This is an optimization exercise on Yosys and OpenROAD, whose aim is a short achievable clock period, not a production implementation. At most, simulation tests tie the RTL to the original design; equivalence was not proved. The clock input has no modelled driver; a real chip could not lean on it and would need a root buffer or a full tree. Power figures rest on the tool's default switching activity, not on a simulated workload.

==> 03-07 <==
==> flow/design.v (excerpt) <==
module mtm_Alu (
    input  wire clk,    
    input  wire rst_n,  
    input  wire sin,    
    output wire sout    
);
==> flow/config.mk <==
export PLATFORM = sky130hd
export DESIGN_NAME = mtm_Alu
export DESIGN_NICKNAME = mtm_Alu
export VERILOG_FILES = /design/flow/design.v
export SDC_FILE = /design/flow/constraint.sdc
export NUM_CORES = 4
export LEC_CHECK = 0
export CAP_MARGIN = 20
export CORE_MARGIN = 2
export CORE_UTILIZATION = 60
export PLACE_DENSITY = 0.75
export SLEW_MARGIN = 20
==> flow/constraint.sdc <==
create_clock -name core_clock -period 8.0 [get_ports {clk}]
set_input_delay 1.6000 -clock core_clock [delete_from_list [all_inputs] [get_ports {clk}]]
set_output_delay 1.6000 -clock core_clock [all_outputs]
set_load 0.01 [all_outputs]
standard.sh (not shown) runs the stock make flow with config.mk's settings and CLKGATE_MAP_FILE= SYNTH_SCRIPT=/design/flow/synth_recipe.tcl, a recipe that flattens the netlist after the stock synthesis.
==> flow/flow/run.sh <==
#!/bin/bash
# Standard layout with two changes:
#  - timing repair aims below the clock period (SETUP_SLACK_MARGIN),
#  - after CTS, flow/cts_post.tcl rebuilds the clock tree as two levels
#    of clock inverters: the clock port drives 4, each drives 2, each
#    drives a cluster of flip-flops.
# All tool output goes to standard_flow.log here and ORFS's own logs.
set -euo pipefail
here=$(pwd)
bash standard.sh SETUP_SLACK_MARGIN=6 POST_CTS_TCL="$here/flow/cts_post.tcl" finish > standard_flow.log 2>&1
Other scripts of this flow, unchanged in this note and not shown: flow/flow/cts_post.tcl
==> 02-11: changes against 03-07 <==
--- a/flow/design.v
+++ b/flow/design.v
@@ -52,26 +52,36 @@
 assign step[2]  = load_s && last && (r == 4'd1);
 assign step[3]  = load_s && last && r0;
 assign step[4]  = stop_s && (r == 4'd2);
 assign step[5]  = stop_s && (r == 4'd1);
 assign step[6]  = stop_s && r0;
-function [3:0] dec4;
-  input [3:0] x;
-  case (x)
-    4'd1:  dec4 = 4'd0;
-    4'd2:  dec4 = 4'd1;
-    4'd3:  dec4 = 4'd2;
-    4'd4:  dec4 = 4'd3;
-    4'd5:  dec4 = 4'd4;
-    4'd6:  dec4 = 4'd5;
-    4'd7:  dec4 = 4'd6;
-    4'd8:  dec4 = 4'd7;
-    4'd9:  dec4 = 4'd8;
-    4'd10: dec4 = 4'd9;
-    default: dec4 = 4'd0;
+reg [3:0] r_dec, q_dec;
+always @(*) begin
+  case (r)
+    4'd1:  r_dec = 4'd0;
+    4'd2:  r_dec = 4'd1;
+    4'd3:  r_dec = 4'd2;
+    4'd4:  r_dec = 4'd3;
+    4'd5:  r_dec = 4'd4;
+    4'd6:  r_dec = 4'd5;
+    4'd7:  r_dec = 4'd6;
+    4'd8:  r_dec = 4'd7;
+    4'd9:  r_dec = 4'd8;
+    4'd10: r_dec = 4'd9;
+    default: r_dec = 4'd0;
   endcase
-endfunction
+  case (q)
+    4'd2:  q_dec = 4'd1;
+    4'd3:  q_dec = 4'd2;
+    4'd4:  q_dec = 4'd3;
+    4'd5:  q_dec = 4'd4;
+    4'd6:  q_dec = 4'd5;
+    4'd7:  q_dec = 4'd6;
+    4'd8:  q_dec = 4'd7;
+    default: q_dec = 4'd0;
+  endcase
+end
 wire       crc_in = (last && r == 4'd8) ? 1'b1 : sin_q;
 wire       fb     = crc[3] ^ crc_in;
 wire [3:0] crc_nx = {crc[2:0], 1'b0} ^ {2'b00, fb, fb};
 wire op_ok = (pbyte[6:4] == 3'b000) || (pbyte[6:4] == 3'b001) ||
              (pbyte[6:4] == 3'b100) || (pbyte[6:4] == 3'b101);
@@ -106,25 +116,25 @@
           r_nx     = 4'd2;
           state_nx = crc_ok ? STOP : DATA_ERR;
         end
       end
       else begin
-        r_nx = dec4(r);
+        r_nx = r_dec;
       end
     end
     DATA_ERR: begin
-      r_nx     = dec4(r);
+      r_nx     = r_dec;
       state_nx = r0 ? IDLE : DATA_ERR;
     end
     default: begin
-      r_nx     = dec4(r);
+      r_nx     = r_dec;
       state_nx = r0 ? IDLE : STOP;
     end
   endcase
 end
 wire       q_ld   = idle_s || pnext;
-wire [3:0] q_new  = idle_s ? 4'd8 : dec4(q);
+wire [3:0] q_new  = idle_s ? 4'd8 : q_dec;
 wire       crc_ld = idle_s || pay;
 wire [3:0] crc_new = idle_s ? 4'd0 : crc_nx;
 wire       op_ld  = pay && last && (r == 4'd5);
 wire [2:0] op_new = {pbyte[1:0], sin_q};
 wire       cls_ld  = terr || serr || fin || done;
@@ -134,12 +144,12 @@
 wire       c9_new  = terr || serr || (fin && crc_ok && pbyte == 8'b11001001);
 always @(posedge clk) begin
   sin_q   <= sin;
   rst_q_n <= rst_n;
   pbyte   <= {pbyte[6:0], sin_q};
-  op      <= ({3{op_ld}} & op_new) | ({3{!op_ld}} & op);
-  crc     <= ({4{crc_ld}} & crc_new) | ({4{!crc_ld}} & crc);
+  if (op_ld)  op  <= op_new;
+  if (crc_ld) crc <= crc_new;
   if (!rst_q_n) begin
     state <= IDLE;
     q     <= 4'd0;
     r     <= 4'd0;
     res   <= 1'b0;
@@ -148,15 +158,17 @@
     e_93  <= 1'b0;
   end
   else begin
     state <= state_nx;
     r     <= r_nx;
-    q     <= ({4{q_ld}} & q_new) | ({4{!q_ld}} & q);
-    res   <= (cls_ld & res_new) | (!cls_ld & res);
-    e_c9  <= (cls_ld & c9_new)  | (!cls_ld & e_c9);
-    e_a5  <= (cls_ld & a5_new)  | (!cls_ld & e_a5);
-    e_93  <= (cls_ld & e93_new) | (!cls_ld & e_93);
+    if (q_ld) q <= q_new;
+    if (cls_ld) begin
+      res  <= res_new;
+      e_c9 <= c9_new;
+      e_a5 <= a5_new;
+      e_93 <= e93_new;
+    end
   end
 end
 endmodule
 module mtm_Alu_core(
   input  wire        clk,
@@ -251,16 +263,18 @@
 assign C        = A;
 assign ctl_byte = {1'b0, cr, of, zr, neg, crc3};
 always @(posedge clk) begin
   ab   <= ab_nx;
   cy   <= cy_nx;
-  a31  <= (step_inv & A[31]) | (!step_inv & a31);
-  cr   <= (step_flags & cr_new)  | (!step_flags & cr);
-  of   <= (step_flags & of_new)  | (!step_flags & of);
-  zr   <= (step_flags & zr_new)  | (!step_flags & zr);
-  neg  <= (step_flags & neg_new) | (!step_flags & neg);
-  crc3 <= ({3{step_crc}} & crc_new) | ({3{!step_crc}} & crc3);
+  if (step_inv) a31 <= A[31];
+  if (step_flags) begin
+    cr  <= cr_new;
+    of  <= of_new;
+    zr  <= zr_new;
+    neg <= neg_new;
+  end
+  if (step_crc) crc3 <= crc_new;
 end
 function [2:0] nextCRC3_D36;
   input [35:0] Data;
   input [2:0] crc;
   reg [35:0] d;
@@ -361,19 +375,31 @@
   wire       idle_nx   = idle ? !go : (ph10 && last);
   wire [3:0] ph_nx     = idle ? 4'd0 : ph_inc;
   wire       pk_ld     = idle || ph10;
   wire [2:0] pk_new    = idle ? 3'd0 : pk_inc;
   wire [1:0] ecode_new = e_c9 ? 2'd0 : (e_a5 ? 2'd1 : 2'd2);
+  wire sout_d, idle_d;
+  mtm_Alu_rst_or u_sout_rst (.rst_n(rst_n), .a(idle || sout_busy), .y(sout_d));
+  mtm_Alu_rst_or u_idle_rst (.rst_n(rst_n), .a(idle_nx), .y(idle_d));
   always @(posedge clk) begin
-    sout  <= !rst_n || idle || sout_busy;
-    idle  <= !rst_n || idle_nx;
+    sout  <= sout_d;
+    idle  <= idle_d;
     ph    <= ph_nx;
-    pk    <= ({3{pk_ld}} & pk_new) | ({3{!pk_ld}} & pk);
-    err   <= (idle & !res) | (!idle & err);
-    ecode <= ({2{idle}} & ecode_new) | ({2{!idle}} & ecode);
+    if (pk_ld) pk <= pk_new;
+    if (idle) begin
+      err   <= !res;
+      ecode <= ecode_new;
+    end
   end
 endmodule
+module mtm_Alu_rst_or(
+  input  wire rst_n,
+  input  wire a,
+  output wire y
+  );
+  assign y = !rst_n || a;
+endmodule
 module mtm_Alu (
     input  wire clk,    
     input  wire rst_n,  
     input  wire sin,    
     output wire sout    
SYNTH_HIERARCHICAL = 1   (was default)
SYNTH_MINIMUM_KEEP_SIZE = 0   (was default)
==> 09-04: changes against 03-07 <==
--- a/flow/design.v
+++ b/flow/design.v
@@ -52,26 +52,36 @@
 assign step[2]  = load_s && last && (r == 4'd1);
 assign step[3]  = load_s && last && r0;
 assign step[4]  = stop_s && (r == 4'd2);
 assign step[5]  = stop_s && (r == 4'd1);
 assign step[6]  = stop_s && r0;
-function [3:0] dec4;
-  input [3:0] x;
-  case (x)
-    4'd1:  dec4 = 4'd0;
-    4'd2:  dec4 = 4'd1;
-    4'd3:  dec4 = 4'd2;
-    4'd4:  dec4 = 4'd3;
-    4'd5:  dec4 = 4'd4;
-    4'd6:  dec4 = 4'd5;
-    4'd7:  dec4 = 4'd6;
-    4'd8:  dec4 = 4'd7;
-    4'd9:  dec4 = 4'd8;
-    4'd10: dec4 = 4'd9;
-    default: dec4 = 4'd0;
+reg [3:0] r_dec, q_dec;
+always @(*) begin
+  case (r)
+    4'd1:  r_dec = 4'd0;
+    4'd2:  r_dec = 4'd1;
+    4'd3:  r_dec = 4'd2;
+    4'd4:  r_dec = 4'd3;
+    4'd5:  r_dec = 4'd4;
+    4'd6:  r_dec = 4'd5;
+    4'd7:  r_dec = 4'd6;
+    4'd8:  r_dec = 4'd7;
+    4'd9:  r_dec = 4'd8;
+    4'd10: r_dec = 4'd9;
+    default: r_dec = 4'd0;
   endcase
-endfunction
+  case (q)
+    4'd2:  q_dec = 4'd1;
+    4'd3:  q_dec = 4'd2;
+    4'd4:  q_dec = 4'd3;
+    4'd5:  q_dec = 4'd4;
+    4'd6:  q_dec = 4'd5;
+    4'd7:  q_dec = 4'd6;
+    4'd8:  q_dec = 4'd7;
+    default: q_dec = 4'd0;
+  endcase
+end
 wire       crc_in = (last && r == 4'd8) ? 1'b1 : sin_q;
 wire       fb     = crc[3] ^ crc_in;
 wire [3:0] crc_nx = {crc[2:0], 1'b0} ^ {2'b00, fb, fb};
 wire op_ok = (pbyte[6:4] == 3'b000) || (pbyte[6:4] == 3'b001) ||
              (pbyte[6:4] == 3'b100) || (pbyte[6:4] == 3'b101);
@@ -106,25 +116,25 @@
           r_nx     = 4'd2;
           state_nx = crc_ok ? STOP : DATA_ERR;
         end
       end
       else begin
-        r_nx = dec4(r);
+        r_nx = r_dec;
       end
     end
     DATA_ERR: begin
-      r_nx     = dec4(r);
+      r_nx     = r_dec;
       state_nx = r0 ? IDLE : DATA_ERR;
     end
     default: begin
-      r_nx     = dec4(r);
+      r_nx     = r_dec;
       state_nx = r0 ? IDLE : STOP;
     end
   endcase
 end
 wire       q_ld   = idle_s || pnext;
-wire [3:0] q_new  = idle_s ? 4'd8 : dec4(q);
+wire [3:0] q_new  = idle_s ? 4'd8 : q_dec;
 wire       crc_ld = idle_s || pay;
 wire [3:0] crc_new = idle_s ? 4'd0 : crc_nx;
 wire       op_ld  = pay && last && (r == 4'd5);
 wire [2:0] op_new = {pbyte[1:0], sin_q};
 wire       cls_ld  = terr || serr || fin || done;
@@ -134,12 +144,12 @@
 wire       c9_new  = terr || serr || (fin && crc_ok && pbyte == 8'b11001001);
 always @(posedge clk) begin
   sin_q   <= sin;
   rst_q_n <= rst_n;
   pbyte   <= {pbyte[6:0], sin_q};
-  op      <= ({3{op_ld}} & op_new) | ({3{!op_ld}} & op);
-  crc     <= ({4{crc_ld}} & crc_new) | ({4{!crc_ld}} & crc);
+  if (op_ld)  op  <= op_new;
+  if (crc_ld) crc <= crc_new;
   if (!rst_q_n) begin
     state <= IDLE;
     q     <= 4'd0;
     r     <= 4'd0;
     res   <= 1'b0;
@@ -148,15 +158,17 @@
     e_93  <= 1'b0;
   end
   else begin
     state <= state_nx;
     r     <= r_nx;
-    q     <= ({4{q_ld}} & q_new) | ({4{!q_ld}} & q);
-    res   <= (cls_ld & res_new) | (!cls_ld & res);
-    e_c9  <= (cls_ld & c9_new)  | (!cls_ld & e_c9);
-    e_a5  <= (cls_ld & a5_new)  | (!cls_ld & e_a5);
-    e_93  <= (cls_ld & e93_new) | (!cls_ld & e_93);
+    if (q_ld) q <= q_new;
+    if (cls_ld) begin
+      res  <= res_new;
+      e_c9 <= c9_new;
+      e_a5 <= a5_new;
+      e_93 <= e93_new;
+    end
   end
 end
 endmodule
 module mtm_Alu_core(
   input  wire        clk,
@@ -251,16 +263,18 @@
 assign C        = A;
 assign ctl_byte = {1'b0, cr, of, zr, neg, crc3};
 always @(posedge clk) begin
   ab   <= ab_nx;
   cy   <= cy_nx;
-  a31  <= (step_inv & A[31]) | (!step_inv & a31);
-  cr   <= (step_flags & cr_new)  | (!step_flags & cr);
-  of   <= (step_flags & of_new)  | (!step_flags & of);
-  zr   <= (step_flags & zr_new)  | (!step_flags & zr);
-  neg  <= (step_flags & neg_new) | (!step_flags & neg);
-  crc3 <= ({3{step_crc}} & crc_new) | ({3{!step_crc}} & crc3);
+  if (step_inv) a31 <= A[31];
+  if (step_flags) begin
+    cr  <= cr_new;
+    of  <= of_new;
+    zr  <= zr_new;
+    neg <= neg_new;
+  end
+  if (step_crc) crc3 <= crc_new;
 end
 function [2:0] nextCRC3_D36;
   input [35:0] Data;
   input [2:0] crc;
   reg [35:0] d;
@@ -365,13 +379,15 @@
   wire [1:0] ecode_new = e_c9 ? 2'd0 : (e_a5 ? 2'd1 : 2'd2);
   always @(posedge clk) begin
     sout  <= !rst_n || idle || sout_busy;
     idle  <= !rst_n || idle_nx;
     ph    <= ph_nx;
-    pk    <= ({3{pk_ld}} & pk_new) | ({3{!pk_ld}} & pk);
-    err   <= (idle & !res) | (!idle & err);
-    ecode <= ({2{idle}} & ecode_new) | ({2{!idle}} & ecode);
+    if (pk_ld) pk <= pk_new;
+    if (idle) begin
+      err   <= !res;
+      ecode <= ecode_new;
+    end
   end
 endmodule
 module mtm_Alu (
     input  wire clk,    
     input  wire rst_n,  
==> comparison table <==
| quantity | 09-04 | 03-07 | 02-11 |
|---|---|---|---|
| Predominant post-synthesis flop cell | sky130_fd_sc_hd__dfxtp_1 | sky130_fd_sc_hd__dfxtp_1 | - |
| Post-route worst hold slack | 0.460 ns | 0.480 ns | 0.466 ns |
| Highest ir drop seen on vdd | 0.000180 V | 0.000154 V | 0.000214 V |
| Status | finished clean | finished clean | finished clean |
| Final Instance Count excl. Fillers | 1159 | 1195 | 1180 |
| Cells on Worst Hold Path | 0 | 1 | 2 |
| Met3 GRT Util | 0.0667 | 0.0538 | 0.0510 |
| Layout filler cell count | 978 | 958 | 973 |
| Worst Hold Launch | u_mtm_Alu_deserializer.sin_q | - | u_mtm_Alu_deserializer.e_93 |
| Grt met2 use | 0.556 | 0.582 | 0.510 |
| P&R area growth vs syn | 15.6% | 21.8% | 19.8% |
| Sequential fraction of the synthesis area | 0.314 | 0.318 | - |
| CTS clk-pin slew, worst paths | 0.07 ns | 0.07 ns | 0.06 ns |
| Core area | 0.0133 mm² | 0.0138 mm² | 0.0137 mm² |
| Share of the final layout cell area in multi-input gates | 0.565 | 0.568 | 0.571 |
| Power consumed by sequential cells | 901 µW | 970 µW | 967 µW |
| Met1 Routed Length | 10.2 mm | 10.2 mm | 9.97 mm |
| Multi-input logic cell count | 694 | 701 | 684 |
| Number of tapcells | 176 | 180 | 180 |
No functional check of the RTL was part of 03-07 and 09-04. No run of this note takes its clock network from TritonCTS; it comes from the design's own scripts or RTL.

port drivers added, routing unchanged:
Ports are ideal in the flow. The routed layouts listed here were re-timed in OpenROAD.
Step 1: set_driving_cell puts a clkbuf_16 on clk and a buf_2 on each other input, an assumption about the parent block.
Step 2 moves the port delays by t, midway between the first and last clock arrival at a register: inputs arrive t later, outputs are due t later. That takes back most of the time a late clock gives input paths.
Slacks: ideal ports / drivers / drivers and shift; pairs: ideal ports / drivers.
| run | shift t [ns] | slack for setup (ns) | hold slack, ns |
|---|---|---|---|
| 03-07 | 0.331 | 5.652 / 5.633 / 5.562 | 0.480 / 0.480 / 0.480 |
| 02-11 | 0.328 | 5.728 / 5.659 / 5.727 | 0.466 / 0.467 / 0.467 |
| 09-04 | 0.347 | 5.610 / 5.617 / 5.443 | 0.460 / 0.460 / 0.460 |
After both steps every run listed still meets setup and hold. The setup slack of 09-04, which loses most, moves by +0.007 ns with the drivers and by -0.167 ns with both steps.
